Background: an optimization exercise with open tools, aiming at small area, a short achievable clock period and few clock cycles. Do not read the settings as production practice.
At most, simulation tests tie the RTL to the original design; equivalence was not proved.
No functional check of the RTL was part of run 6.
No run shown here takes its clock network from TritonCTS; it comes from the design's own scripts or RTL.
The clock port is modelled as an ideal driver, which makes a skipped or thinned clock tree look cheaper than it is; a real chip needs a root buffer or a tree.
Power is estimated from default activity; no workload was simulated.

<file path="design.v">
`timescale 1ns / 1ps
module day3_part2_top( clk, rst, rom_addr, rom_data, sum, done );
    input clk;
    input rst;
    output [13:0] rom_addr;
    input [7:0] rom_data;
    output [31:0] sum;
    output done;
    reg        rst_q;       
    reg [13:0] addr;
    reg [6:0]  hi;          
    reg [7:0]  lo;          
    reg        pz;          
    reg        l1, l2, l3;  
    reg [52:1] seen1;
    reg [52:1] seen2;
    reg        keep1a;      
    reg        keep1b;      
    reg        keep2a;      
    reg        keep2b;      
    reg [5:0]  badge;
    reg        add;         
    reg        add2;        
    reg        c3;
    reg [5:0]  sum_lo;
    reg        carry;
    reg [11:0] sum_hi;
    reg        fin;         
    reg        fin2;
    reg        int_done;
    wire zero = hi[0] & lo[0];
    wire eol = zero & ~pz;                        
    wire last = eol & l3;                         
    wire [52:1] keep1 = {{26{keep1b}}, {26{keep1a}}};
    wire [52:1] keep2 = {{26{keep2b}}, {26{keep2a}}};
    reg [52:1] hit;
    integer i;
    always @(*)
        for (i = 1; i <= 52; i = i + 1)
            hit[i] = hi[i / 8] & lo[i % 8];
    reg [5:0] enc;
    always @(*) begin
        enc = 6'd0;
        for (i = 1; i <= 52; i = i + 1)
            if (seen1[i]) enc = enc | i[5:0];
    end
    assign rom_addr = addr;
    assign sum = {14'd0, sum_hi, sum_lo};
    assign done = int_done;
    always @(posedge clk) begin
        rst_q <= rst;
        addr <= rst_q ? 14'd0 : addr + 14'd1;
        for (i = 0; i < 7; i = i + 1)
            hi[i] <= (rom_data[5:3] == i);
        for (i = 0; i < 8; i = i + 1)
            lo[i] <= (rom_data[2:0] == i);
        pz <= zero;
        l1 <= ~rst_q & ((~l1 & ~l2 & ~l3) | (l1 & ~eol) | last);
        l2 <= ~rst_q & ((l2 & ~eol) | (l1 & eol));
        l3 <= ~rst_q & ((l3 & ~eol) | (l2 & eol));
        keep1a <= ~rst_q & ~(eol & (l2 | l3));
        keep1b <= ~rst_q & ~(eol & l2) & ~last;
        keep2a <= ~rst_q & ~last;
        keep2b <= ~rst_q & ~(eol & (l1 | l3));
        seen1 <= (seen1 & keep1) | (hit & ({52{l1}} | ({52{l3}} & seen2)));
        seen2 <= (seen2 & keep2) | (hit & {52{l2}} & seen1);
        badge <= enc;
        add <= ~rst_q & last & ~int_done;
        add2 <= ~rst_q & add;
        if (rst_q) begin
            sum_lo <= 6'd0;
            c3 <= 1'b0;
            carry <= 1'b0;
            sum_hi <= 12'd0;
        end else begin
            if (add)
                {c3, sum_lo[2:0]} <= {1'b0, sum_lo[2:0]} + {1'b0, badge[2:0]};
            if (add2)
                {carry, sum_lo[5:3]} <= {1'b0, sum_lo[5:3]} + {1'b0, badge[5:3]} + {3'd0, c3};
            else
                carry <= 1'b0;
            sum_hi <= sum_hi + {11'd0, carry};
        end
        fin <= ~rst_q & zero & pz & l1;
        fin2 <= ~rst_q & fin;
        int_done <= ~rst & ~rst_q & (int_done | fin2);
    end
endmodule
</file>
<file path="flow/run.sh">
#!/bin/bash
# The standard layout, except that the clock tree is built by
# flow/mycts.tcl (run as ORFS's PRE_CTS_TCL hook, which then skips
# clock_tree_synthesis): the clock port drives one root clkbuf per column of
# leaf clkbufs, each leaf drives one equal-count grid cluster of flip-flops.
set -euo pipefail
export PRE_CTS_TCL=$PWD/flow/mycts.tcl
export MYCTS_COLS=4
export MYCTS_ROWS=2
export MYCTS_ROOT=sky130_fd_sc_hd__clkbuf_16
export MYCTS_LEAF=sky130_fd_sc_hd__clkbuf_16
export MYCTS_OUTBUF=sky130_fd_sc_hd__buf_2
export SETUP_MOVE_SEQUENCE=unbuffer,sizeup,swap
bash standard.sh > standard.log 2>&1
</file>
<file path="flow/mycts.tcl">
# Clock tree: the clock port drives one root clkbuf, which drives NLEAF leaf
# clkbufs; each leaf drives the clock pins of one cluster of flip-flops. The
# clusters split the flip-flops into a grid of equal-count regions, so every
# flip-flop sees the same two buffer levels. Replaces clock_tree_synthesis.
set nleaf_cols [expr {[info exists ::env(MYCTS_COLS)] ? $::env(MYCTS_COLS) : 2}]
set nleaf_rows [expr {[info exists ::env(MYCTS_ROWS)] ? $::env(MYCTS_ROWS) : 4}]
set root_master_name [expr {[info exists ::env(MYCTS_ROOT)] ? $::env(MYCTS_ROOT) : "sky130_fd_sc_hd__clkbuf_16"}]
set leaf_master_name [expr {[info exists ::env(MYCTS_LEAF)] ? $::env(MYCTS_LEAF) : "sky130_fd_sc_hd__clkbuf_16"}]

set db [ord::get_db]
set block [ord::get_db_block]
set clk_net [$block findNet clk]
set leaf_master [$db findMaster $leaf_master_name]

# flip-flop clock pins on the clock net
set sinks {}
foreach it [$clk_net getITerms] {
  set inst [$it getInst]
  set loc [$inst getLocation]
  set m [$inst getMaster]
  set x [expr {[lindex $loc 0] + [$m getWidth] / 2}]
  set y [expr {[lindex $loc 1] + [$m getHeight] / 2}]
  lappend sinks [list $x $y $it]
}
set n [llength $sinks]
puts "mycts: $n clock sinks, $nleaf_cols x $nleaf_rows leaves"

# grid partition with equal counts: columns by x, then rows by y
set sinks [lsort -integer -index 0 $sinks]
set clusters {}
for {set c 0} {$c < $nleaf_cols} {incr c} {
  set lo [expr {($c * $n) / $nleaf_cols}]
  set hi [expr {(($c + 1) * $n) / $nleaf_cols - 1}]
  set col [lsort -integer -index 1 [lrange $sinks $lo $hi]]
  set m [llength $col]
  for {set r 0} {$r < $nleaf_rows} {incr r} {
    set lo2 [expr {($r * $m) / $nleaf_rows}]
    set hi2 [expr {(($r + 1) * $m) / $nleaf_rows - 1}]
    lappend clusters [lrange $col $lo2 $hi2]
  }
}

proc centroid {pts} {
  set sx 0; set sy 0
  foreach p $pts { set sx [expr {$sx + [lindex $p 0]}]; set sy [expr {$sy + [lindex $p 1]}] }
  set k [llength $pts]
  return [list [expr {$sx / $k}] [expr {$sy / $k}]]
}

proc place_at {inst x y} {
  set m [$inst getMaster]
  set x0 [expr {$x - [$m getWidth] / 2}]
  set y0 [expr {$y - [$m getHeight] / 2}]
  $inst setLocation [expr {int($x0)}] [expr {int($y0)}]
  $inst setPlacementStatus PLACED
}

set leaf_pos {}
foreach cl $clusters { lappend leaf_pos [centroid $cl] }
set root_nets {}
for {set c 0} {$c < $nleaf_cols} {incr c} {
  if {$root_master_name eq "none"} {
    lappend root_nets $clk_net
    continue
  }
  set rp [centroid [lrange $leaf_pos [expr {$c * $nleaf_rows}] [expr {($c + 1) * $nleaf_rows - 1}]]]
  set root [odb::dbInst_create $block [$db findMaster $root_master_name] "mycts_root_$c"]
  place_at $root [lindex $rp 0] [lindex $rp 1]
  set rnet [odb::dbNet_create $block "mycts_root_net_$c"]
  $rnet setSigType CLOCK
  [$root findITerm A] connect $clk_net
  [$root findITerm X] connect $rnet
  lappend root_nets $rnet
}

set i 0
foreach cl $clusters pos $leaf_pos {
  set leaf [odb::dbInst_create $block $leaf_master "mycts_leaf_$i"]
  place_at $leaf [lindex $pos 0] [lindex $pos 1]
  set net [odb::dbNet_create $block "mycts_net_$i"]
  $net setSigType CLOCK
  [$leaf findITerm A] connect [lindex $root_nets [expr {$i / $nleaf_rows}]]
  [$leaf findITerm X] connect $net
  foreach p $cl {
    set it [lindex $p 2]
    $it disconnect
    $it connect $net
  }
  puts "mycts: leaf $i at $pos drives [llength $cl] sinks"
  incr i
}
$clk_net setSigType CLOCK

set_propagated_clock [all_clocks]

# the tree is built: make the flow's CTS call a no-op
rename clock_tree_synthesis orig_clock_tree_synthesis
proc clock_tree_synthesis {args} { puts "mycts: clock_tree_synthesis skipped" }

# Output ports: the flow's port buffers are slow delay cells; use buf_2.
if {[info exists ::env(MYCTS_OUTBUF)] && $::env(MYCTS_OUTBUF) ne ""} {
  foreach port [all_outputs] {
    set net [get_nets [get_full_name $port]]
    foreach pin [get_pins -of_objects $net -filter "direction == output"] {
      set inst [get_cells -of_objects $pin]
      set cell [get_property $inst ref_name]
      if {[string match "sky130_fd_sc_hd__*buf*" $cell] || [string match "sky130_fd_sc_hd__dly*" $cell]} {
        replace_cell [get_property $inst full_name] $::env(MYCTS_OUTBUF)
      }
    }
  }
}
</file>
<file path="standard.sh">
#!/bin/bash
# synth_recipe.tcl (not shown) runs the flow's synth.tcl, then flattens the netlist and writes it again
# the make line also repeats each setting of config.mk as NAME=value (left out here)
make -C /OpenROAD-flow-scripts/flow DESIGN_CONFIG=/design/flow/config.mk WORK_HOME=/design/flow/orfs CLKGATE_MAP_FILE= SYNTH_SCRIPT=/design/flow/synth_recipe.tcl "${@:-finish}"
</file>
<file path="config.mk">
export PLATFORM = sky130hd
export DESIGN_NAME = day3_part2_top
export DESIGN_NICKNAME = day3_part2_top
export VERILOG_FILES = /design/flow/design.v
export SDC_FILE = /design/flow/constraint.sdc
export NUM_CORES = 4
export LEC_CHECK = 0
export ABC_CLOCK_PERIOD_IN_PS = 1550
export CAP_MARGIN = 20
export CORE_MARGIN = 2
export CORE_UTILIZATION = 40
export SETUP_SLACK_MARGIN = 2.45
export SLEW_MARGIN = 20
</file>
<file path="constraint.sdc">
create_clock -name core_clock -period 4.0 [get_ports {clk}]
set_input_delay 0.8000 -clock core_clock [delete_from_list [all_inputs] [get_ports {clk}]]
set_output_delay 0.8000 -clock core_clock [all_outputs]
set_load 0.01 [all_outputs]
</file>
==> summary.txt, run 1 <==
Critical path
  • Slowest-stage cell, CP: dfxtp_4
  • Slowest stage delay, CP: 0.41 ns
  • Largest delay share family, worst path: flip-flops
  • CP Data Required Time: 3.20 ns
  • Crit path cell chain: buf_6
  • CP bufs+invs: 1
  • WS Path Type: register to output port
  • Element type at the critical path end: output port
  • Crit-path max FO: 6
  • Critical Path AT: 0.81 ns
  • Setup crit start kind: register

Routing
  • Avg Vias per Cell: 5.640
  • Final wirelength: 15180 um
  • Via count: 5003
  • Initial DRC Count: 406
  • Residual DRC count: 0
  • Drt pass-1 iters: 5
  • Drt wl/cell: 17.11 um
  • Number of nets still failing antenna checks after routing: 0

Yosys
  • Seq cells post-synth: 173
  • Post-synthesis sequential area ratio: 54.22%
  • Mapped Cells: 658
  • Avg Synthesized Cell Area: 9.707 um^2
  • Asr flop ratio synth: 0%
  • Post-synth top flop: dfxtp_1
  • Mapped Area: 0.006387 mm^2
  • Number of synthesized flops with an enable pin: 0
  • YS warnings: 1
  • Yosys cell types: 40

Die
  • Area of the core: 0.01577 mm^2
  • Die area: 0.01700 mm^2
  • Die width: 130.4 um
  • Starting Density: 40.50%
  • Row count: 46
  • Die H: 130.4 um
  • I/O pin cnt: 57

Timing
  • Slew Viols, Final: 0
  • Rel. slew slack: 28.94%
  • Worst Tran Pin Value: 1.064 ns
  • RSZ-0062 raised after global routing: yes
  • Final Cycle Share: 40.15%
  • Setup TNS: 0 ns
  • Final setup viols: 0
  • Crit path time final: 1.606 ns
  • Hold Vio Cnt, Final: 0
  • Setup Skew: 0.01225 ns
  • Fmax: 622.7 MHz

Flow run
  • Max_cap viols: 0

CTS
  • CTS clk-pin slew, worst paths: 0.08 ns
  • Post-CTS Setup Inserts: 0
  • Worst-skew pair later-pin latency: 0.28 ns
  • CTS Hold Bufs: 0

Pwr
  • Switching power total: 606.2 uW
  • Logic gate share of total power: 3.6%
  • Switching Fraction: 20.81%
  • Cell Int Power: 2.307 mW
  • Maximum vdd drop: 0.0001649 V
  • Pwr dens: 392.5 mW/mm^2
  • Leakage: 2.600 nW
  • Power share of the sequential group: 61.0%
  • Clock power frac: 35.4%

Finish
  • # fillers: 1473
  • Nets: 694
  • Layout Cells excl Fill: 887
  • N_diodes: 0
  • P&R area growth vs syn: 16.18%
  • Share of post-route cells with drive strength above 1: 16.69%
  • Final core occ: 47.06%

Place
  • DP Wirelength: 9993 um
  • Port bufs: 40
  • DP Cell Count: 875
  • Final Wtd Congestion: 0.8567

Outcome
  • Status: complete, no violations

Global route
  • Initial antenna violation count: 0
  • Vias in the first global route: 4572
  • Largest net degree at the start of global routing: 58
  • Gr ovfl total: 0
  • Total GRT Usage: 17.37%
  • First-pass GRT wire length: 24120 um

Hold path
  • HP Class: register to register
[synthesized netlist by cell type (2+ instances only)]
cell type | number | area (um^2)
fa_1 | 3 | 60.06
nor3_1 | 6 | 30.03
o31ai_1 | 6 | 45.04
or4_1 | 12 | 90.09
clkbuf_1 | 39 | 146.4
inv_1 | 11 | 41.29
a32o_1 | 52 | 520.5
mux2_2 | 3 | 33.78
nand3_1 | 9 | 45.04
nor2b_1 | 9 | 56.30
xnor2_1 | 4 | 35.03
mux2i_1 | 5 | 50.05
a21oi_1 | 19 | 95.09
a211oi_1 | 4 | 30.03
or3_2 | 2 | 15.01
and3b_1 | 6 | 52.55
or2_2 | 4 | 25.02
or3_1 | 7 | 43.79
nor3b_1 | 6 | 45.04
nand4_1 | 9 | 56.30
xor2_1 | 4 | 35.03
nor4_1 | 17 | 106.4
ha_1 | 8 | 100.1
nor2_1 | 24 | 90.09
buf_4 | 14 | 105.1
buf_1 | 2 | 7.510
nand2_1 | 69 | 259.0
and2_1 | 8 | 50.05
dfxtp_1 | 173 | 3463
o21ai_0 | 112 | 560.5
nand2b_1 | 2 | 12.51
[metal layers]
metal | global-route usage [%] | wire length, um | vias to the layer above
li1 | - | - | 2396
met1 | 24.00 | 6903 | 2435
met2 | 30.03 | 7111 | 142
met3 | 1.271 | 767 | 30
met4 | 3.755 | 396 | 0
met5 | 0 | 0 | -
[layout make-up]
| cell class | instances | area [um^2] | share of cell area (%) |
|---|---|---|---|
| Multi-Input combinational cell | 432 | 2761 | 37.21 |
| Tap cell | 216 | 270.3 | 3.642 |
| Buffer | 12 | 300.3 | 4.047 |
| Timing Repair Buffer | 43 | 476.7 | 6.424 |
| Inverter | 11 | 41.29 | 0.5564 |
| Sequential cell | 173 | 3571 | 48.12 |
[final timing paths]
kind | from | to | slack [ns] | depth (start not counted)
worst min-delay path | fin | fin2 | 0.45 | 1
worst max-delay path | sum_hi[2] | sum[8] | 2.39 | 1
worst max register to register | sum_hi[0] | sum_hi[10] | 2.46 | 5
worst min register to register | fin | fin2 | 0.45 | 1
[repair_timing]
item,CTS,global route
gates resized for setup,95,18
endpoints found under the setup margin,93,88
pin swaps,2,4
[through the flow]
stage / worst slack (ns) / hold slack, ns / area (um^2) / power [mW]
after floorplan: 2.463 / 0.4138 / 6455 / 1.887
after global routing: 2.358 / 0.4692 / 7421 / 3.015
after CTS: 2.392 / 0.4554 / 7348 / 2.941
final: 2.394 / 0.4501 / 7421 / 2.913
after global placement: 2.129 / 0.4388 / 6889 / 1.926
after detailed placement: 2.112 / 0.4379 / 6889 / 1.929
[sequential cells by signal, indices dropped and copies added, names as in the netlist, 6 cells and up]
name / count
seen1: 52
lo: 8
seen2: 52
hi: 7
sum_hi: 12
addr: 14
badge: 6
sum_lo: 6
[placed cells by master (no fill, tap or decap), types with 3 or more instances in the layout]
cell,netlist,final
mux2_2,3,3
nor4_1,17,16
and3b_1,6,6
o31ai_1,6,6
a211oi_1,4,3
buf_6,0,33
clkdlybuf4s50_1,0,7
inv_1,11,9
nor3_1,6,6
clkbuf_16,0,12
nor3b_1,6,6
nand4_1,9,9
nand2_1,69,69
or2_2,4,3
xnor2_1,4,4
or4_1,12,8
ha_1,8,5
dfxtp_4,0,24
xor2_1,4,4
nand3_1,9,8
conb_1,1,14
a32o_1,52,52
dfxtp_1,173,135
or3_1,7,7
nor2b_1,9,9
mux2i_1,5,5
o21ai_0,112,112
dfxtp_2,0,14
a21oi_1,19,17
nor2_1,24,24
or4_4,0,4
and2_1,8,8
[power groups by stage]
stage / Clock (mW) / Sequential, mW / Combinational [mW]
floorplan: 0 / 1.80 / 0.0912
global placement: 0 / 1.83 / 0.0967
detailed placement: 0 / 1.83 / 0.0987
CTS: 1.06 / 1.78 / 0.101
global route: 1.11 / 1.78 / 0.118
finish: 1.03 / 1.78 / 0.105
[logic make-up (layout without fill, tap and decap cells)]
kind of cell | Yosys count | count (layout) | synth area share (%)
AO/OA/AOI/OAI | 195 | 195 | 19.80
other | 1 | 14 | 0.05871
XOR/XNOR | 8 | 8 | 1.097
multiplexers | 8 | 8 | 1.312
flip-flops | 173 | 173 | 54.22
AND/OR/NAND/NOR | 196 | 196 | 16.30
buffers and inverters | 66 | 66 | 4.701
adder cells (fa/ha/maj) | 11 | 11 | 2.507
Testbench counts, summed over its fixed seeds: cycles 164,595.
==> run 2: changes to the inputs <==
--- a/config.mk
+++ b/config.mk
@@ -5,9 +5,9 @@
 export SDC_FILE = /design/flow/constraint.sdc
 export NUM_CORES = 4
 export LEC_CHECK = 0
-export ABC_CLOCK_PERIOD_IN_PS = 1550
+export ABC_CLOCK_PERIOD_IN_PS = 1600
 export CAP_MARGIN = 20
 export CORE_MARGIN = 2
 export CORE_UTILIZATION = 40
-export SETUP_SLACK_MARGIN = 2.45
+export SETUP_SLACK_MARGIN = 2.3
 export SLEW_MARGIN = 20
==> run 2 against run 1 <==
  * Critical path type unchanged
  * Synthesized cell count stayed put
  * Still clean
  * Final cell count stayed put
  * Sequential share of layout area rose by 1.2 points
  * Routed wire length down 1.8%
  * Largest cell class unchanged
  * Critical endpoint is now sum[14]
  * Fmax fell by 3.0%
  * Via count decreased by 0.34%
  * Sequential power barely moved
  * Worst setup slack lost 0.049 ns
  * Combinational power fell by 8%
  * Total power grew 0.56%
==> summary.txt, run 2 <==
Routing
  • Max Used Layer: met4 (unchanged)
  • DR WL met3: 611 um (was 767 um)
  • Met1 Wirelength: 6991 um (was 6903 um)
  • Drt pass-1 iters: 5 (unchanged)
  • Avg Vias per Cell: 5.621 (was 5.640)
  • Initial DRC Count: 371 (was 406)
  • Wire length on met2: 6999 um (was 7111 um)
  • Number of nets still failing antenna checks after routing: 0 (unchanged)
  • Via count: 4986 (was 5003)
  • Drt wl/cell: 16.80 um (was 17.11 um)
  • Final wirelength: 14900 um (was 15180 um)
  • Residual DRC count: 0 (unchanged)

Yosys
  • Mapped Cells: 658 (unchanged)
  • Yosys cell types: 40 (unchanged)
  • Number of synthesized flops with an enable pin: 0 (unchanged)
  • Count leader, synth: dfxtp_1 (unchanged)
  • Avg Synthesized Cell Area: 9.707 um^2 (unchanged)
  • Asr flop ratio synth: 0% (unchanged)
  • YS warnings: 1 (unchanged)
  • Commonest cells in the netlist: dfxtp_1, o21ai_0, nand2_1, a32o_1, clkbuf_1 (unchanged)
  • Post-synth top flop: dfxtp_1 (unchanged)
  • Post-synthesis sequential area ratio: 54.22% (unchanged)
  • Cell taking the most area after synthesis: dfxtp_1 (unchanged)
  • Mapped Area: 0.006387 mm^2 (unchanged)
  • Synth top area share: 54.22% (unchanged)
  • Biggest area contributors in the synthesized netlist: dfxtp_1, o21ai_0, a32o_1 (unchanged)
  • Seq cells post-synth: 173 (unchanged)

Die
  • Starting Density: 40.50% (unchanged)
  • Row count: 46 (unchanged)
  • Area of the core: 0.01577 mm^2 (unchanged)
  • I/O pin cnt: 57 (unchanged)
  • Die area: 0.01700 mm^2 (unchanged)
  • Die width: 130.4 um (unchanged)
  • Die H: 130.4 um (unchanged)

Pwr
  • Pwr dens: 415.6 mW/mm^2 (was 392.5 mW/mm^2)
  • Maximum vdd drop: 0.0002236 V (was 0.0001649 V)
  • Leakage: 2.548 nW (was 2.600 nW)

Timing
  • Setup Skew: 0.01259 ns (was 0.01225 ns)
  • Crit path time final: 1.655 ns (was 1.606 ns)
  • Final setup viols: 0 (unchanged)
  • Slew Viols, Final: 0 (unchanged)
  • Worst Tran Pin Value: 1.073 ns (was 1.064 ns)
  • Setup TNS: 0 ns (unchanged)
  • RSZ-0062 raised after global routing: yes (unchanged)
  • Fmax: 604.1 MHz (was 622.7 MHz)
  • Final Cycle Share: 41.38% (was 40.15%)
  • Rel. slew slack: 28.35% (was 28.94%)
  • Hold Vio Cnt, Final: 0 (unchanged)
  • Final hold slack: 0.4526 ns (was 0.4501 ns)

Place
  • DP Cell Count: 875 (unchanged)
  • DP Wirelength: 9943 um (was 9993 um)
  • Final Wtd Congestion: 0.8643 (was 0.8567)
  • Port bufs: 40 (unchanged)

CTS
  • Post-CTS Setup Inserts: 0 (unchanged)
  • CTS clk-pin slew, worst paths: 0.08 ns (about the same)
  • Worst-skew pair later-pin latency: 0.28 ns (about the same)
  • CTS Hold Bufs: 0 (unchanged)

Finish
  • Layout Cells excl Fill: 887 (unchanged)
  • Sequential Area: 0.003480 mm^2 (was 0.003571 mm^2)
  • Largest registers: seen1 (52), seen2 (52), addr (14) (unchanged)
  • N_diodes: 0 (unchanged)
  • Commonest non-fill, non-tap cell in the layout: dfxtp_1 (unchanged)
  • # fillers: 1531 (was 1473)
  • Final core occ: 44.69% (was 47.06%)
  • Nets: 694 (unchanged)
  • Area of the multi-input gates: 0.002693 mm^2 (was 0.002761 mm^2)
  • P&R area growth vs syn: 10.34% (was 16.18%)
  • Commonest non-fill, non-tap cells in the layout: dfxtp_1, o21ai_0, nand2_1 (unchanged)
  • Share of post-route cells with drive strength above 1: 11.33% (was 16.69%)

Outcome
  • Status: complete, no violations (unchanged)

Critical path
  • WS Path Type: register to output port (unchanged)
  • Crit-path max FO: 6 (unchanged)
  • R2R Setup Slk: 2.35 ns (was 2.46 ns)
  • Setup crit start kind: register (unchanged)
  • CP bufs+invs: 1 (unchanged)
  • Slowest-stage cell, CP: dfxtp_1 (was dfxtp_4)
  • Largest delay share family, worst path: flip-flops (unchanged)
  • Crit path cell chain: buf_2 (was buf_6)
  • CP Data Required Time: 3.20 ns (about the same)
  • Critical Path AT: 0.86 ns (was 0.81 ns)
  • Slowest stage delay, CP: 0.41 ns (about the same)
  • Element type at the critical path end: output port (unchanged)

Global route
  • Initial antenna violation count: 0 (unchanged)
  • First-pass GRT wire length: 24210 um (was 24120 um)
  • Gr ovfl total: 0 (unchanged)
  • Vias in the first global route: 4627 (was 4572)
  • Total GRT Usage: 17.33% (was 17.37%)
  • Largest net degree at the start of global routing: 58 (unchanged)

Flow run
  • Max_cap viols: 0 (unchanged)

Hold path
  • HP Class: register to register (unchanged)
==> run 2: path summary, 6_finish.rpt <==
| check | start | to | cells past startpoint |
|---|---|---|---|
| hold reg to reg | fin | fin2 | 1 |
| setup / recovery | sum_hi[8] | sum[14] | 1 |
| hold / removal | fin | fin2 | 1 |
| setup reg to reg | l1 | seen1[19] | 4 |
==> run 2: kinds of logic (layout without fill, tap and decap cells) <==
group / count (synthesis) / in the layout / share of synthesized area [%]
other: 1 / 14 / 0.05871
muxes: 8 / 8 / 1.312
buffers and inverters: 66 / 66 / 4.701
and+or+nand+nor: 196 / 196 / 16.30
AOI/OAI and AO/OA: 195 / 195 / 19.80
adders and majority gates: 11 / 11 / 2.507
xor gates and xnor gates: 8 / 8 / 1.097
DFF: 173 / 173 / 54.22
==> run 2: timing repair <==
action                     CTS  global route
cloned                       0             0
setup endpoints to repair    9            15
pin swaps                    0             1
gates resized for setup      8            12
==> run 2: through the flow <==
step / total power [mW] / instance area (um^2) / setup WS (ns)
2_1_floorplan: 1.887 / 6436 / 2.365
3_3_place_gp: 1.926 / 6870 / 2.138
3_5_place_dp: 1.928 / 6870 / 2.135
4_1_cts: 2.955 / 7019 / 2.254
5_1_grt: 3.026 / 7048 / 2.284
6_report: 2.929 / 7048 / 2.345
==> run 2: power by group <==
part / switching, mW / internal, mW
Sequential: 0.0477 / 1.74
Combinational: 0.0609 / 0.0361
Clock: 0.505 / 0.537
==> run 2: routing by layer <==
metal / up-vias / track usage [%]
li1: 2396 / -
met1: 2444 / 24.47
met2: 120 / 29.44
met3: 26 / 1.107
met4: 0 / 3.755
met5: - / 0
==> run 2: final cells by class <==
type / count / share of cell area [%]
inverter: 11 / 0.5858
sequential: 173 / 49.37
timing repair buffer: 43 / 3.746
tap: 216 / 3.835
multi-input combinational: 432 / 38.20
buffer: 12 / 4.261
==> run 3: changes to the inputs <==
--- a/config.mk
+++ b/config.mk
@@ -5,9 +5,9 @@
 export SDC_FILE = /design/flow/constraint.sdc
 export NUM_CORES = 4
 export LEC_CHECK = 0
-export ABC_CLOCK_PERIOD_IN_PS = 1600
+export ABC_CLOCK_PERIOD_IN_PS = 1750
 export CAP_MARGIN = 20
 export CORE_MARGIN = 2
 export CORE_UTILIZATION = 40
-export SETUP_SLACK_MARGIN = 2.3
+export SETUP_SLACK_MARGIN = 2.4
 export SLEW_MARGIN = 20
==> run 3 against run 2 <==
  * Final cell count unchanged
  * Highest routed layer unchanged
  * Largest power group unchanged
  * Fmax increased by 3.4%
  * Largest cell class unchanged
  * Via count increased by 0.80%
  * Clock skew increased by 0.0013 ns
  * Critical path type unchanged
  * Synthesized cell count unchanged
  * Worst hold slack got worse by 0.0071 ns
  * Cell area increased by 3.8%
  * Still clean on timing, DRC and antenna
  * Routed wire length increased by 3.1%
==> summary.txt, run 3 <==
Global route
  • First-pass GRT wire length: 24990 um (was 24210 um)
  • Total GRT Usage: 18.03% (was 17.33%)
  • Gr ovfl total: 0 (unchanged)
  • Largest net degree at the start of global routing: 58 (unchanged)
  • Vias in the first global route: 4670 (was 4627)
  • Initial antenna violation count: 0 (unchanged)

Yosys
  • Number of synthesized flops with an enable pin: 0 (unchanged)
  • Seq cells post-synth: 173 (unchanged)
  • Biggest area contributors in the synthesized netlist: dfxtp_1, o21ai_0, a32o_1 (unchanged)
  • Synth top area share: 54.22% (unchanged)
  • YS warnings: 1 (unchanged)
  • Asr flop ratio synth: 0% (unchanged)
  • Mux cell area share after synthesis: 1.312% (unchanged)
  • Cell taking the most area after synthesis: dfxtp_1 (unchanged)
  • Post-synthesis sequential area ratio: 54.22% (unchanged)
  • Commonest cells in the netlist: dfxtp_1, o21ai_0, nand2_1, a32o_1, clkbuf_1 (unchanged)
  • Post-synthesis xor/xnor area fraction: 1.097% (unchanged)
  • Mapped Area: 0.006387 mm^2 (unchanged)
  • Count leader, synth: dfxtp_1 (unchanged)
  • Avg Synthesized Cell Area: 9.707 um^2 (unchanged)
  • Simple-Gate Fraction of Synth Area: 16.30% (unchanged)
  • Mapped Cells: 658 (unchanged)
  • Post-synth top flop: dfxtp_1 (unchanged)
  • Post-Synth Adder-Cell Area: 2.507% (unchanged)
  • Synth Area in Compound Gates: 19.80% (unchanged)
  • Largest family of logic cells by synthesized area: compound AO/OA/AOI/OAI gates (unchanged)
  • Yosys cell types: 40 (unchanged)

Finish
  • Commonest non-fill, non-tap cell in the layout: dfxtp_1 (unchanged)
  • Commonest non-fill, non-tap cells in the layout: dfxtp_1, o21ai_0, nand2_1 (unchanged)
  • Area of the multi-input gates: 0.002708 mm^2 (was 0.002693 mm^2)
  • Final core occ: 46.38% (was 44.69%)
  • Largest registers: seen1 (52), seen2 (52), addr (14) (unchanged)
  • Sequential Area: 0.003556 mm^2 (was 0.003480 mm^2)
  • Nets: 694 (unchanged)
  • Share of post-route cells with drive strength above 1: 14.90% (was 11.33%)
  • P&R area growth vs syn: 14.52% (was 10.34%)
  • # fillers: 1526 (was 1531)
  • N_diodes: 0 (unchanged)
  • Layout Cells excl Fill: 887 (unchanged)

Pwr
  • Clock power frac: 35.7% (was 35.6%)
  • Maximum vdd drop: 0.0001638 V (was 0.0002236 V)
  • Switching Fraction: 21.11% (was 20.94%)
  • Pwr dens: 400.2 mW/mm^2 (was 415.6 mW/mm^2)
  • Switching power total: 617.8 uW (was 613.5 uW)
  • Logic gate share of total power: 3.4% (was 3.3%)
  • Cell Int Power: 2.309 mW (was 2.316 mW)
  • Power share of the sequential group: 60.9% (was 61.1%)
  • Leakage: 2.582 nW (was 2.548 nW)
  • Total power: 2.927 mW (was 2.929 mW)

Die
  • Die area: 0.01700 mm^2 (unchanged)
  • Row count: 46 (unchanged)
  • Starting Density: 40.50% (unchanged)
  • Area of the core: 0.01577 mm^2 (unchanged)
  • I/O pin cnt: 57 (unchanged)
  • Die width: 130.4 um (unchanged)
  • Die H: 130.4 um (unchanged)

Critical path
  • Crit path cell chain: buf_6 (was buf_2)
  • Critical Path AT: 0.80 ns (was 0.86 ns)
  • R2R Setup Slk: 2.45 ns (was 2.35 ns)
  • R2R cell count: 6 (was 4)
  • Timing endpoint of the critical path: sum[8] (was sum[14])
  • Largest delay share family, worst path: flip-flops (unchanged)
  • R2R Path Start: c3 (was l1)
  • CP Data Required Time: 3.20 ns (about the same)
  • Setup crit start kind: register (unchanged)
  • Worst path depth: 1 (unchanged)
  • Critical Path Start: sum_hi[2] (was sum_hi[8])
  • Slowest stage delay, CP: 0.40 ns (was 0.41 ns)
  • Slowest-stage cell, CP: dfxtp_4 (was dfxtp_1)
  • Worst r2r dst: sum_lo[4] (was seen1[19])
  • Crit-path max FO: 6 (unchanged)
  • CP bufs+invs: 1 (unchanged)
  • Element type at the critical path end: output port (unchanged)
  • WS Path Type: register to output port (unchanged)

Place
  • Final Wtd Congestion: 0.8484 (was 0.8643)
  • Port bufs: 40 (unchanged)
  • DP Cell Count: 875 (unchanged)
  • DP Wirelength: 10150 um (was 9943 um)

Routing
  • Drt wl/cell: 17.32 um (was 16.80 um)
  • Final wirelength: 15360 um (was 14900 um)
  • Via count: 5026 (was 4986)
  • Avg Vias per Cell: 5.666 (was 5.621)
  • Residual DRC count: 0 (unchanged)
  • Initial DRC Count: 473 (was 371)
  • Drt pass-1 iters: 5 (unchanged)
  • Number of nets still failing antenna checks after routing: 0 (unchanged)

Outcome
  • Status: complete, no violations (unchanged)

CTS
  • CTS clk-pin slew, worst paths: 0.08 ns (about the same)
  • Worst-skew pair later-pin latency: 0.29 ns (was 0.28 ns)

Timing
  • Final hold slack: 0.4455 ns (was 0.4526 ns)
  • RSZ-0062 raised after global routing: yes (unchanged)
  • Setup Skew: 0.01393 ns (was 0.01259 ns)
  • Final setup viols: 0 (unchanged)
  • Slew Viols, Final: 0 (unchanged)
  • Worst Tran Pin Value: 1.072 ns (was 1.073 ns)
  • Final Cycle Share: 40.02% (was 41.38%)
  • Fmax: 624.7 MHz (was 604.1 MHz)
  • Setup TNS: 0 ns (unchanged)
  • Rel. slew slack: 28.46% (was 28.35%)
  • Hold Vio Cnt, Final: 0 (unchanged)
  • Crit path time final: 1.601 ns (was 1.655 ns)

Hold path
  • HP Class: register to register (unchanged)

Flow run
  • Max_cap viols: 0 (unchanged)
run 3: worst min-delay path by stage:
stage	start	endpoint	slack (ns)	cells past startpoint
3_3_place_gp	fin	fin2	0.44	1
2_1_floorplan	fin	fin2	0.41	1
4_1_cts	fin	fin2	0.45	1
5_1_grt	fin	fin2	0.47	1
6_report	fin	fin2	0.45	1
3_5_place_dp	fin	fin2	0.43	1
run 3: repair_timing:
| item | in CTS | in global routing |
|---|---|---|
| setup endpoints to repair | 80 | 82 |
| resized for setup | 58 | 34 |
| setup buffers | 0 | 0 |
| pin swaps | 1 | 0 |
| hold buffers | 0 | 0 |
run 3: per-layer routing:
layer	vias up	track usage (%)	part of all wire, %
met5	-	0	0
met4	0	4.819	3.1
met3	31	1.066	5.3
met2	154	30.71	47
met1	2440	25.10	45
li1	2401	-	-
run 3: power by group through the flow:
stage	Sequential (mW)	Combinational, mW	Clock (mW)
global route	1.79	0.114	1.14
floorplan	1.80	0.0911	0
finish	1.78	0.101	1.04
CTS	1.79	0.0977	1.08
global placement	1.83	0.0950	0
detailed placement	1.83	0.0972	0
run 3: layout make-up:
cell class | instances | share of cell area (%)
inverters | 11 | 0.5645
flip-flops and latches | 173 | 48.61
well taps | 216 | 3.695
multi-input cells | 432 | 37.02
repair buffers | 43 | 6.004
plain buffers | 12 | 4.105
run 3: through the flow:
step | instance area (um^2) | setup WS (ns)
2_1_floorplan | 6440 | 2.405
3_3_place_gp | 6874 | 2.139
3_5_place_dp | 6874 | 2.135
4_1_cts | 7167 | 2.362
5_1_grt | 7315 | 2.357
6_report | 7315 | 2.399
run 3: cell families after synthesis:
| group | after synthesis |
|---|---|
| adder cells (fa/ha/maj) | 11 |
| flip-flops | 173 |
| buffers and inverters | 66 |
| multiplexers | 8 |
| AND/OR/NAND/NOR | 196 |
| XOR/XNOR | 8 |
| AO/OA/AOI/OAI | 195 |
| other | 1 |
==> run 4: changes to the inputs <==
--- a/config.mk
+++ b/config.mk
@@ -5,9 +5,10 @@
 export SDC_FILE = /design/flow/constraint.sdc
 export NUM_CORES = 4
 export LEC_CHECK = 0
-export ABC_CLOCK_PERIOD_IN_PS = 1750
+export ABC_AREA = 1
+export ABC_CLOCK_PERIOD_IN_PS = 1550
 export CAP_MARGIN = 20
 export CORE_MARGIN = 2
 export CORE_UTILIZATION = 40
-export SETUP_SLACK_MARGIN = 2.4
+export SETUP_SLACK_MARGIN = 2.38
 export SLEW_MARGIN = 20
==> run 4 against run 3 <==
  * Still clean on timing, DRC and antenna
  * Critical path depth unchanged
  * Clock power about the same
  * Sequential share of layout area decreased by 1.7 points
  * First-iteration DRC count decreased by 23%
  * Fmax increased by 0.33%
  * Worst setup slack improved by 0.0053 ns
  * Clock skew decreased by 0.0017 ns
  * Sequential power about the same
  * Combinational power increased by 57%
  * Highest routed layer unchanged
==> summary.txt, run 4 <==
Outcome
  • Status: complete, no violations (unchanged)

Flow run
  • Max_cap viols: 0 (unchanged)

Routing
  • Number of nets still failing antenna checks after routing: 0 (unchanged)
  • Drt wl/cell: 14.63 um (was 17.32 um)
  • Initial DRC Count: 365 (was 473)
  • Drt pass-1 iters: 5 (unchanged)
  • Final wirelength: 15740 um (was 15360 um)
  • Residual DRC count: 0 (unchanged)
  • Via count: 5583 (was 5026)
  • Avg Vias per Cell: 5.189 (was 5.666)

Pwr
  • Switching power total: 668.1 uW (was 617.8 uW)
  • Switching Fraction: 22.22% (was 21.11%)
  • Cell Int Power: 2.339 mW (was 2.309 mW)
  • Logic gate share of total power: 5.3% (was 3.4%)
  • Pwr dens: 398.9 mW/mm^2 (was 400.2 mW/mm^2)
  • Maximum vdd drop: 0.0003473 V (was 0.0001638 V)
  • Power share of the sequential group: 59.6% (was 60.9%)
  • Clock power frac: 35.1% (was 35.7%)
  • Leakage: 2.912 nW (was 2.582 nW)

Place
  • Port bufs: 40 (unchanged)
  • DP Wirelength: 10220 um (was 10150 um)
  • DP Area: 0.007284 mm^2 (was 0.006874 mm^2)
  • Final Wtd Congestion: 0.7899 (was 0.8484)

Global route
  • Largest net degree at the start of global routing: 55 (was 58)
  • Total GRT Usage: 17.05% (was 18.03%)
  • Gr ovfl total: 0 (unchanged)
  • Vias in the first global route: 5020 (was 4670)
  • Initial antenna violation count: 0 (unchanged)
  • First-pass GRT wire length: 25860 um (was 24990 um)

Finish
  • Share of post-route cells with drive strength above 1: 11.10% (was 14.90%)
  • Nets: 879 (was 694)
  • Post-route cell area: 0.007538 mm^2 (was 0.007315 mm^2)
  • Commonest non-fill, non-tap cells in the layout: nand2_1, dfxtp_1, inv_1 (was dfxtp_1, o21ai_0, nand2_1)
  • P&R area growth vs syn: 10.65% (was 14.52%)
  • Commonest non-fill, non-tap cell in the layout: nand2_1 (was dfxtp_1)
  • N_diodes: 0 (unchanged)
  • Largest registers: seen1 (52), seen2 (52), addr (14) (unchanged)

Yosys
  • Yosys cell types: 31 (was 40)
  • Cell taking the most area after synthesis: dfxtp_1 (unchanged)
  • Mapped Cells: 840 (was 658)
  • Commonest cells in the netlist: dfxtp_1, nand2_1, inv_1, a21oi_1, nor2_1 (was dfxtp_1, o21ai_0, nand2_1, a32o_1, clkbuf_1)
  • Avg Synthesized Cell Area: 8.110 um^2 (was 9.707 um^2)
  • Biggest area contributors in the synthesized netlist: dfxtp_1, nand2_1, o31ai_1 (was dfxtp_1, o21ai_0, a32o_1)
  • Number of synthesized flops with an enable pin: 0 (unchanged)
  • Seq cells post-synth: 173 (unchanged)
  • Synth top area share: 50.84% (was 54.22%)
  • Count leader, synth: dfxtp_1 (unchanged)
  • Post-synth top flop: dfxtp_1 (unchanged)
  • Mapped Area: 0.006813 mm^2 (was 0.006387 mm^2)
  • YS warnings: 1 (unchanged)
  • Asr flop ratio synth: 0% (unchanged)
  • Post-synthesis sequential area ratio: 50.84% (was 54.22%)

Hold path
  • HP Class: register to register (unchanged)
  • Min-Delay Path Depth: 2 (was 1)

Timing
  • Final Cycle Share: 39.89% (was 40.02%)
  • Fmax: 626.8 MHz (was 624.7 MHz)
  • Worst Tran Pin Value: 1.072 ns (about the same)
  • Hold Vio Cnt, Final: 0 (unchanged)
  • Crit path time final: 1.596 ns (was 1.601 ns)
  • Setup TNS: 0 ns (unchanged)
  • Final setup viols: 0 (unchanged)
  • Slew Viols, Final: 0 (unchanged)
  • Setup Skew: 0.01223 ns (was 0.01393 ns)
  • Rel. slew slack: 28.44% (was 28.46%)
  • RSZ-0062 raised after global routing: no (was yes)

Critical path
  • Worst path depth: 1 (unchanged)
  • Slowest-stage cell, CP: dfxtp_2 (was dfxtp_4)
  • Critical Path AT: 0.80 ns (about the same)
  • Crit-path max FO: 3 (was 6)
  • Slowest stage delay, CP: 0.37 ns (was 0.40 ns)
  • Crit path cell chain: buf_2 (was buf_6)
  • Largest delay share family, worst path: flip-flops (unchanged)
  • WS Path Type: register to output port (unchanged)
  • R2R cell count: 6 (unchanged)
  • Element type at the critical path end: output port (unchanged)
  • CP Data Required Time: 3.20 ns (about the same)
  • Setup crit start kind: register (unchanged)
  • CP bufs+invs: 1 (unchanged)

Die
  • Starting Density: 40.94% (was 40.50%)
  • Die width: 134.5 um (was 130.4 um)
  • Die H: 134.5 um (was 130.4 um)
  • Row count: 47 (was 46)
  • Die area: 0.01809 mm^2 (was 0.01700 mm^2)
  • I/O pin cnt: 57 (unchanged)
  • Area of the core: 0.01664 mm^2 (was 0.01577 mm^2)

CTS
  • CTS clk-pin slew, worst paths: 0.09 ns (was 0.08 ns)
  • Worst-skew pair later-pin latency: 0.29 ns (about the same)
-- run 4: cell types whose count changed after synthesis, moves of 40 or more --
cell	before	now
nor2_1	24	64
o22ai_1	0	52
o31ai_1	6	52
o21ai_0	112	15
a32o_1	52	0
a21oi_1	19	72
inv_1	11	103
nand2_1	69	155
-- run 4: path summary, 6_finish.rpt --
check        startpoint        end  slack (ns)
min reg2reg         fin       fin2        0.41
max reg2reg   sum_lo[3]  sum_lo[4]        2.45
max            int_done       done        2.40
min                 fin       fin2        0.41
-- run 4: logic make-up after synthesis --
family | Yosys count | synth area share (%)
AND/OR/NAND/NOR | 298 | 19.08
AO/OA/AOI/OAI | 195 | 17.30
flip-flops | 173 | 50.84
buffers and inverters | 158 | 9.862
adder cells (fa/ha/maj) | 11 | 2.351
XOR/XNOR | 4 | 0.5143
other | 1 | 0.05504
-- run 4: final cells by class --
type,instances,area [um^2]
Multi-Input combinational cell,522,2731
Inverter,107,412.9
Buffer,12,300.3
Sequential cell,173,3537
Fill cell,1663,9104
Tap cell,220,275.3
Timing Repair Buffer,42,281.5
-- run 4: routing by layer --
metal | wire length, um | part of all wire [%] | global-route usage [%]
met1 | 7652 | 49 | 24.68
met2 | 7178 | 46 | 28.57
met3 | 579 | 3.7 | 0.8258
met4 | 330 | 2.1 | 3.275
met5 | 0 | 0 | 0
-- run 4: power groups by stage --
| stage | clock (mW) | sequential, mW | combinational (mW) |
|---|---|---|---|
| after floorplan | 0 | 1.81 | 0.143 |
| after global placement | 0 | 1.84 | 0.159 |
| after detailed placement | 0 | 1.84 | 0.160 |
| after CTS | 1.08 | 1.80 | 0.159 |
| after global routing | 1.13 | 1.80 | 0.181 |
| final | 1.06 | 1.79 | 0.159 |
-- run 4: what timing repair did --
action / 4_1_cts / 5_1_grt
pin swaps: 0 / 0
gates resized for setup: 26 / 29
hold buffers: 0 / 0
endpoints found under the setup margin: 52 / 62
setup buffers: 0 / 0
-- run 4: per-stage QoR --
stage / power [mW] / util (%) / setup WS [ns] / std cells / hold slack, ns
2_1_floorplan: 1.951 / - / 2.420 / 853 / 0.3883
3_3_place_gp: 2.000 / 43.77 / 1.843 / 1064 / 0.3982
3_5_place_dp: 2.001 / 43.77 / 1.815 / 1064 / 0.3989
4_1_cts: 3.036 / 44.79 / 2.381 / 1076 / 0.4112
5_1_grt: 3.113 / 45.30 / 2.380 / 1076 / 0.4241
6_report: 3.007 / 45.30 / 2.405 / 1076 / 0.4071
==> run 5: changes to the inputs <==
--- a/config.mk
+++ b/config.mk
@@ -5,7 +5,6 @@
 export SDC_FILE = /design/flow/constraint.sdc
 export NUM_CORES = 4
 export LEC_CHECK = 0
-export ABC_AREA = 1
 export ABC_CLOCK_PERIOD_IN_PS = 1550
 export CAP_MARGIN = 20
 export CORE_MARGIN = 2
==> run 5 against run 4 <==
  * Total power down 2.6%
  * Critical path depth unchanged
  * Die area fell by 6.1%
  * Flip-flop and latch count did not move
  * Clock power about the same
  * Area after synthesis shrank 6.2%
  * Final cell count down 18%
  * Core utilization rose by 0.34 points
  * Routed wire length is 3.7% lower
  * Combinational power fell by 36%
  * Synthesized cell count shrank 22%
  * Sequential power about the same
  * Critical path type unchanged
  * Highest routed layer unchanged
==> summary.txt, run 5 <==
Critical path
  • Critical Path AT: 0.82 ns (was 0.80 ns)
  • Slowest-stage cell, CP: dfxtp_2 (unchanged)
  • CP Data Required Time: 3.20 ns (about the same)
  • Setup crit start kind: register (unchanged)
  • WS Path Type: register to output port (unchanged)
  • Crit-path max FO: 4 (was 3)
  • Element type at the critical path end: output port (unchanged)
  • Largest delay share family, worst path: flip-flops (unchanged)
  • Crit path cell chain: buf_2 (unchanged)
  • Slowest stage delay, CP: 0.38 ns (was 0.37 ns)
  • CP bufs+invs: 1 (unchanged)

Yosys
  • Mapped Cells: 658 (was 840)
  • Mapped Area: 0.006387 mm^2 (was 0.006813 mm^2)
  • Asr flop ratio synth: 0% (unchanged)
  • YS warnings: 1 (unchanged)
  • Count leader, synth: dfxtp_1 (unchanged)
  • Biggest area contributors in the synthesized netlist: dfxtp_1, o21ai_0, a32o_1 (was dfxtp_1, nand2_1, o31ai_1)
  • Avg Synthesized Cell Area: 9.707 um^2 (was 8.110 um^2)
  • Number of synthesized flops with an enable pin: 0 (unchanged)
  • Synth top area share: 54.22% (was 50.84%)
  • Seq cells post-synth: 173 (unchanged)
  • Cell taking the most area after synthesis: dfxtp_1 (unchanged)
  • Yosys cell types: 40 (was 31)
  • Commonest cells in the netlist: dfxtp_1, o21ai_0, nand2_1, a32o_1, clkbuf_1 (was dfxtp_1, nand2_1, inv_1, a21oi_1, nor2_1)
  • Post-synth top flop: dfxtp_1 (unchanged)
  • Post-synthesis sequential area ratio: 54.22% (was 50.84%)

Routing
  • Number of nets still failing antenna checks after routing: 0 (unchanged)
  • Initial DRC Count: 345 (was 365)
  • Avg Vias per Cell: 5.574 (was 5.189)
  • Residual DRC count: 0 (unchanged)
  • Final wirelength: 15170 um (was 15740 um)
  • Drt pass-1 iters: 5 (unchanged)
  • Via count: 4944 (was 5583)
  • Drt wl/cell: 17.10 um (was 14.63 um)

CTS
  • CTS Hold Bufs: 0 (unchanged)
  • Post-CTS Setup Inserts: 0 (unchanged)
  • CTS clk-pin slew, worst paths: 0.08 ns (was 0.09 ns)
  • Worst-skew pair later-pin latency: 0.28 ns (was 0.29 ns)

Timing
  • Crit path time final: 1.616 ns (was 1.596 ns)
  • Final setup viols: 0 (unchanged)
  • Setup Skew: 0.01047 ns (was 0.01223 ns)
  • Rel. slew slack: 26.79% (was 28.44%)
  • Worst Slack Setup Final: 2.384 ns (was 2.405 ns)
  • Final Cycle Share: 40.39% (was 39.89%)
  • Worst Tran Pin Value: 1.097 ns (was 1.072 ns)
  • Final hold slack: 0.4442 ns (was 0.4071 ns)
  • Hold Vio Cnt, Final: 0 (unchanged)
  • Fmax: 619.0 MHz (was 626.8 MHz)
  • Setup TNS: 0 ns (unchanged)
  • RSZ-0062 raised after global routing: yes (was no)
  • Slew Viols, Final: 0 (unchanged)

Global route
  • First-pass GRT wire length: 24000 um (was 25860 um)
  • Vias in the first global route: 4484 (was 5020)
  • Initial antenna violation count: 0 (unchanged)
  • Total GRT Usage: 17.37% (was 17.05%)
  • Largest net degree at the start of global routing: 58 (was 55)
  • Gr ovfl total: 0 (unchanged)

Finish
  • Layout Cells excl Fill: 887 (was 1076)
  • P&R area growth vs syn: 12.67% (was 10.65%)
  • Share of post-route cells with drive strength above 1: 15.05% (was 11.10%)
  • Largest registers: seen1 (52), seen2 (52), addr (14) (unchanged)
  • # fillers: 1502 (was 1663)
  • Commonest non-fill, non-tap cells in the layout: dfxtp_1, o21ai_0, nand2_1 (was nand2_1, dfxtp_1, inv_1)
  • Commonest non-fill, non-tap cell in the layout: dfxtp_1 (was nand2_1)
  • N_diodes: 0 (unchanged)
  • Area of the multi-input gates: 0.002728 mm^2 (was 0.002731 mm^2)
  • Sequential Area: 0.003533 mm^2 (was 0.003537 mm^2)
  • Nets: 694 (was 879)

Pwr
  • Maximum vdd drop: 0.0002022 V (was 0.0003473 V)
  • Pwr dens: 406.8 mW/mm^2 (was 398.9 mW/mm^2)
  • Switching Fraction: 21.02% (was 22.22%)
  • Switching power total: 615.5 uW (was 668.1 uW)
  • Cell Int Power: 2.312 mW (was 2.339 mW)
  • Power share of the sequential group: 61.0% (was 59.6%)
  • Clock power frac: 35.5% (was 35.1%)
  • Leakage: 2.568 nW (was 2.912 nW)
  • Logic gate share of total power: 3.4% (was 5.3%)

Die
  • Die width: 130.4 um (was 134.5 um)
  • Die H: 130.4 um (was 134.5 um)
  • Die area: 0.01700 mm^2 (was 0.01809 mm^2)
  • Area of the core: 0.01577 mm^2 (was 0.01664 mm^2)
  • Starting Density: 40.50% (was 40.94%)
  • Row count: 46 (was 47)
  • I/O pin cnt: 57 (unchanged)

Place
  • DP Cell Count: 875 (was 1064)
  • DP Wirelength: 9953 um (was 10220 um)
  • Final Wtd Congestion: 0.8151 (was 0.7899)
  • DP Worst Slack: 2.132 ns (was 1.815 ns)
  • Port bufs: 40 (unchanged)

Flow run
  • Max_cap viols: 0 (unchanged)

Hold path
  • HP Class: register to register (unchanged)

Outcome
  • Status: complete, no violations (unchanged)
## run 5: cell count changes in the layout (fill, tap and decap cells not counted), sizes merged, moves of 12 or more
cell and delta:
nor2 -45, nor3 -20, a32o +52, o21ai +95
a21oi -53, o31ai -46, nand2 -88, nand3 -17
nor4 +18, inv -93, or4 +12, o22ai -52
## run 5: through the flow
step,power [mW],utilization [%],area [um^2]
floorplan,1.887,-,6437
global placement,1.926,43.57,6872
detailed placement,1.929,43.57,6872
CTS,2.953,44.80,7066
global route,3.037,45.64,7197
finish,2.928,45.64,7197
## run 5: final timing paths
path	from	slack, ns	cells after the start	to
min reg2reg	fin	0.44	1	fin2
max reg2reg	sum_hi[0]	2.44	5	sum_hi[10]
min	fin	0.44	1	fin2
max	addr[1]	2.38	1	rom_addr[1]
## run 5: power groups by stage
| stage | Combinational (mW) | Sequential (mW) | Clock (mW) |
|---|---|---|---|
| floorplan | 0.0911 | 1.80 | 0 |
| global placement | 0.0954 | 1.83 | 0 |
| detailed placement | 0.0976 | 1.83 | 0 |
| CTS | 0.0966 | 1.79 | 1.07 |
| global route | 0.114 | 1.79 | 1.13 |
| finish | 0.101 | 1.79 | 1.04 |
## run 5: layer usage
metal / GRT usage (%) / up-vias / share of wire [%]
met4: 3.630 / 0 / 2.3
li1: - / 2390 / -
met2: 29.66 / 143 / 47
met1: 24.45 / 2391 / 46
met3: 1.107 / 20 / 5.1
met5: 0 / - / 0
## run 5: final cells by class
type                    instances  share of cell area [%]
plain buffers                  12                   4.172
inverters                      11                  0.5737
multi-input cells             432                   37.90
flip-flops and latches        173                   49.10
well taps                     216                   3.755
repair buffers                 43                   4.503
## run 5: kinds of logic after synthesis
family	share of synthesized area, %
AO/OA/AOI/OAI	19.80
AND/OR/NAND/NOR	16.30
adder cells (fa/ha/maj)	2.507
flip-flops	54.22
XOR/XNOR	1.097
other	0.05871
buffers and inverters	4.701
multiplexers	1.312
## run 5: timing repair
item | 4_1_cts | 5_1_grt
pin swaps | 0 | 4
setup endpoints to repair | 75 | 81
endpoints found under the hold margin | 0 | 0
resized for setup | 34 | 37
==> run 6: changes to the inputs <==
--- a/design.v
+++ b/design.v
@@ -20,13 +20,10 @@
     reg        keep2b;      
     reg [5:0]  badge;
     reg        add;         
-    reg        add2;        
-    reg        c3;
     reg [5:0]  sum_lo;
     reg        carry;
     reg [11:0] sum_hi;
     reg        fin;         
-    reg        fin2;
     reg        int_done;
     wire zero = hi[0] & lo[0];
     wire eol = zero & ~pz;                        
@@ -66,23 +63,18 @@
         seen2 <= (seen2 & keep2) | (hit & {52{l2}} & seen1);
         badge <= enc;
         add <= ~rst_q & last & ~int_done;
-        add2 <= ~rst_q & add;
         if (rst_q) begin
             sum_lo <= 6'd0;
-            c3 <= 1'b0;
             carry <= 1'b0;
             sum_hi <= 12'd0;
         end else begin
             if (add)
-                {c3, sum_lo[2:0]} <= {1'b0, sum_lo[2:0]} + {1'b0, badge[2:0]};
-            if (add2)
-                {carry, sum_lo[5:3]} <= {1'b0, sum_lo[5:3]} + {1'b0, badge[5:3]} + {3'd0, c3};
+                {carry, sum_lo} <= {1'b0, sum_lo} + {1'b0, badge};
             else
                 carry <= 1'b0;
             sum_hi <= sum_hi + {11'd0, carry};
         end
         fin <= ~rst_q & zero & pz & l1;
-        fin2 <= ~rst_q & fin;
-        int_done <= ~rst & ~rst_q & (int_done | fin2);
+        int_done <= ~rst & ~rst_q & (int_done | fin);
     end
 endmodule
==> run 6 against run 5 <==
  * Clock skew is 0.0067 ns higher
  * Worst hold slack worse by 0.010 ns
  * Sequential power is 2% lower
  * Largest cell class unchanged
  * Synthesized cell count is 0.76% higher
  * Via count is 1.4% higher
==> summary.txt, run 6 <==
Die
  • Area of the core: 0.01566 mm^2 (was 0.01577 mm^2)
  • Die width: 129.8 um (was 130.4 um)
  • Die area: 0.01686 mm^2 (was 0.01700 mm^2)
  • Row count: 46 (unchanged)
  • I/O pin cnt: 57 (unchanged)
  • Die H: 129.8 um (was 130.4 um)
  • Starting Density: 40.47% (was 40.50%)

Yosys
  • Synth top area share: 53.72% (was 54.22%)
  • Cell taking the most area after synthesis: dfxtp_1 (unchanged)
  • Mapped Area: 0.006335 mm^2 (was 0.006387 mm^2)
  • YS warnings: 1 (unchanged)
  • Post-synth top flop: dfxtp_1 (unchanged)
  • Biggest area contributors in the synthesized netlist: dfxtp_1, a32o_1, o21ai_0 (was dfxtp_1, o21ai_0, a32o_1)
  • Number of synthesized flops with an enable pin: 0 (unchanged)
  • Count leader, synth: dfxtp_1 (unchanged)
  • Post-synthesis sequential area ratio: 53.72% (was 54.22%)
  • Commonest cells in the netlist: dfxtp_1, o21ai_0, nand2_1, a32o_1, nor2_1 (was dfxtp_1, o21ai_0, nand2_1, a32o_1, clkbuf_1)
  • Avg Synthesized Cell Area: 9.555 um^2 (was 9.707 um^2)
  • Seq cells post-synth: 170 (was 173)
  • Asr flop ratio synth: 0% (unchanged)
  • Yosys cell types: 44 (was 40)
  • Mapped Cells: 663 (was 658)

Critical path
  • R2R cell count: 7 (was 5)
  • Slowest stage delay, CP: 0.38 ns (about the same)
  • WS Path Type: register to register (was register to output port)
  • Worst path depth: 7 (was 1)
  • CP Data Required Time: 4.19 ns (was 3.20 ns)
  • Largest delay share family, worst path: adder cells (was flip-flops)
  • Setup crit start kind: register (unchanged)
  • CP bufs+invs: 1 (unchanged)
  • Slowest-stage cell, CP: fa_2 (was dfxtp_2)
  • Critical Path AT: 1.85 ns (was 0.82 ns)
  • Element type at the critical path end: register (was output port)
  • Crit path cell chain: ha_4 -> inv_2 -> fa_2 -> nor2b_4 -> o31a_1 -> o21ai_2 -> a211oi_2 (was buf_2)
  • Crit-path max FO: 3 (was 4)

Timing
  • Setup TNS: 0 ns (unchanged)
  • Final setup viols: 0 (unchanged)
  • Worst Tran Pin Value: 1.072 ns (was 1.097 ns)
  • Worst Slack Setup Final: 2.337 ns (was 2.384 ns)
  • RSZ-0062 raised after global routing: yes (unchanged)
  • Fmax: 601.5 MHz (was 619.0 MHz)
  • Crit path time final: 1.663 ns (was 1.616 ns)
  • Rel. slew slack: 28.41% (was 26.79%)
  • Setup Skew: 0.01716 ns (was 0.01047 ns)
  • Final Cycle Share: 41.57% (was 40.39%)
  • Hold Vio Cnt, Final: 0 (unchanged)
  • Slew Viols, Final: 0 (unchanged)

Global route
  • Largest net degree at the start of global routing: 58 (unchanged)
  • Vias in the first global route: 4713 (was 4484)
  • Initial antenna violation count: 0 (unchanged)
  • Total GRT Usage: 17.91% (was 17.37%)
  • First-pass GRT wire length: 24820 um (was 24000 um)
  • Gr ovfl total: 0 (unchanged)

Routing
  • Via count: 5014 (was 4944)
  • Number of nets still failing antenna checks after routing: 0 (unchanged)
  • Drt wl/cell: 17.32 um (was 17.10 um)
  • Residual DRC count: 0 (unchanged)
  • Initial DRC Count: 370 (was 345)
  • Drt pass-1 iters: 5 (unchanged)
  • Final wirelength: 15450 um (was 15170 um)
  • Avg Vias per Cell: 5.621 (was 5.574)

Flow run
  • Max_cap viols: 0 (unchanged)

Pwr
  • Pwr dens: 405.8 mW/mm^2 (was 406.8 mW/mm^2)
  • Maximum vdd drop: 0.0002141 V (was 0.0002022 V)
  • Leakage: 2.552 nW (was 2.568 nW)

CTS
  • CTS Hold Bufs: 0 (unchanged)
  • CTS clk-pin slew, worst paths: 0.09 ns (was 0.08 ns)
  • Worst-skew pair later-pin latency: 0.29 ns (was 0.28 ns)
  • Post-CTS Setup Inserts: 0 (unchanged)

Place
  • Final Wtd Congestion: 0.8111 (was 0.8151)
  • DP Cell Count: 880 (was 875)
  • DP Wirelength: 10150 um (was 9953 um)
  • DP Worst Slack: 2.181 ns (was 2.132 ns)
  • Port bufs: 40 (unchanged)

Finish
  • Nets: 698 (was 694)
  • Layout Cells excl Fill: 892 (was 887)
  • Commonest non-fill, non-tap cells in the layout: dfxtp_1, o21ai_0, nand2_1 (unchanged)
  • Largest registers: seen1 (52), seen2 (52), addr (14) (unchanged)
  • Commonest non-fill, non-tap cell in the layout: dfxtp_1 (unchanged)
  • Share of post-route cells with drive strength above 1: 14.94% (was 15.05%)
  • P&R area growth vs syn: 12.48% (was 12.67%)
  • N_diodes: 0 (unchanged)
  • # fillers: 1541 (was 1502)

Hold path
  • Min-Delay Path Depth: 1 (unchanged)
  • HP Class: register to register (unchanged)

Outcome
  • Status: complete, no violations (unchanged)
## run 6: changes by cell type after synthesis, moves of 6 or more
cell | before | now
or4_1 | 12 | 2
o21ai_0 | 112 | 103
xnor2_1 | 4 | 13
o31ai_1 | 6 | 0
o21ai_1 | 0 | 12
clkbuf_1 | 39 | 31
nor3_1 | 6 | 17
nor2_1 | 24 | 34
buf_2 | 0 | 7
## run 6: what timing repair did
item | 4_1_cts | 5_1_grt
endpoints found under the hold margin | 0 | 0
setup endpoints to repair | 80 | 72
gates resized for setup | 33 | 39
pin swaps | 1 | 6
## run 6: final timing paths
kind	slack, ns	to	start
worst max-delay path	2.34	carry	sum_lo[0]
worst min-delay path	0.43	add	int_done
worst max register to register	2.34	carry	sum_lo[0]
worst min register to register	0.43	add	int_done
## run 6: logic make-up (layout without fill, tap and decap cells)
logic type               after synthesis  count (layout)  synth area share (%)
AO/OA/AOI/OAI                        192             192                 19.81
XOR/XNOR                              17              17                 2.350
adder cells (fa/ha/maj)               10              10                 2.094
buffers and inverters                 64              64                 4.760
flip-flops                           170             170                 53.72
multiplexers                           2               2                0.3160
other                                  1              14               0.05920
AND/OR/NAND/NOR                      207             207                 16.89
## run 6: report_power, final
group	leakage [nW]	switching [mW]	total (mW)	internal [mW]
logic	1.01	0.0663	0.104	0.0381
registers	1.39	0.0467	1.75	1.70
clock network	0.148	0.498	1.04	0.537
total	2.55	0.611	2.89	2.28
## run 6: cell type report
class,instances,area (um^2),area share (%)
well taps,216,270.3,3.793
inverters,10,37.54,0.5268
repair buffers,42,314.1,4.407
multi-input cells,442,2725,38.24
plain buffers,12,300.3,4.214
flip-flops and latches,170,3478,48.81
## run 6: per-stage QoR
| stage | utilization [%] | hold WS (ns) | power, mW | cell area [um^2] |
|---|---|---|---|---|
| 3_3_place_gp | 43.48 | 0.4391 | 1.894 | 6807 |
| 3_5_place_dp | 43.48 | 0.4468 | 1.898 | 6807 |
| 2_1_floorplan | - | 0.4338 | 1.858 | 6385 |
| 5_1_grt | 45.52 | 0.4510 | 2.991 | 7126 |
| 4_1_cts | 44.70 | 0.4472 | 2.921 | 6998 |
| 6_report | 45.52 | 0.4341 | 2.891 | 7126 |
## run 6: layer usage
metal	GRT usage, %	part of all wire (%)	up-vias
met3	0.7790	4.2	20
met2	30.83	48	135
met4	2.973	1.8	0
li1	-	-	2387
met5	0	0	-
met1	25.51	46	2472

separate check: timing with driven ports:
In the flow no input, the clock included, has a driving cell. The finished layouts below were timed again as built, in two steps.
Step 1, drivers: a clkbuf_16 drives clk and a buf_2 each remaining input, both assumed.
Step 2 adds t to the input delays and takes it off the output delays; t is the mean of the earliest and latest rising clock arrival at the registers after step 1. Input paths then give back, and output paths get back, about the clock's delay inside the block.
Slacks: no drivers / after step 1 / after step 2; pairs: no drivers / after step 1.
| run | shift t [ns] | setup slack, ns | worst data-port slew with drivers (ns) |
|---|---|---|---|
| run 1 | 0.351 | 2.394 / 2.320 / 2.268 | 0.03 |
| run 2 | 0.354 | 2.345 / 2.267 / 2.250 | 0.04 |
| run 3 | 0.357 | 2.399 / 2.323 / 2.229 | 0.03 |
| run 4 | 0.364 | 2.405 / 2.320 / 2.259 | 0.04 |
| run 5 | 0.358 | 2.384 / 2.304 / 2.170 | 0.03 |
| run 6 | 0.359 | 2.337 / 2.334 / 2.237 | 0.04 |
After both steps every run listed still meets setup and hold. The setup slack of run 5, which loses most, moves by -0.080 ns with the drivers and by -0.214 ns with both steps.
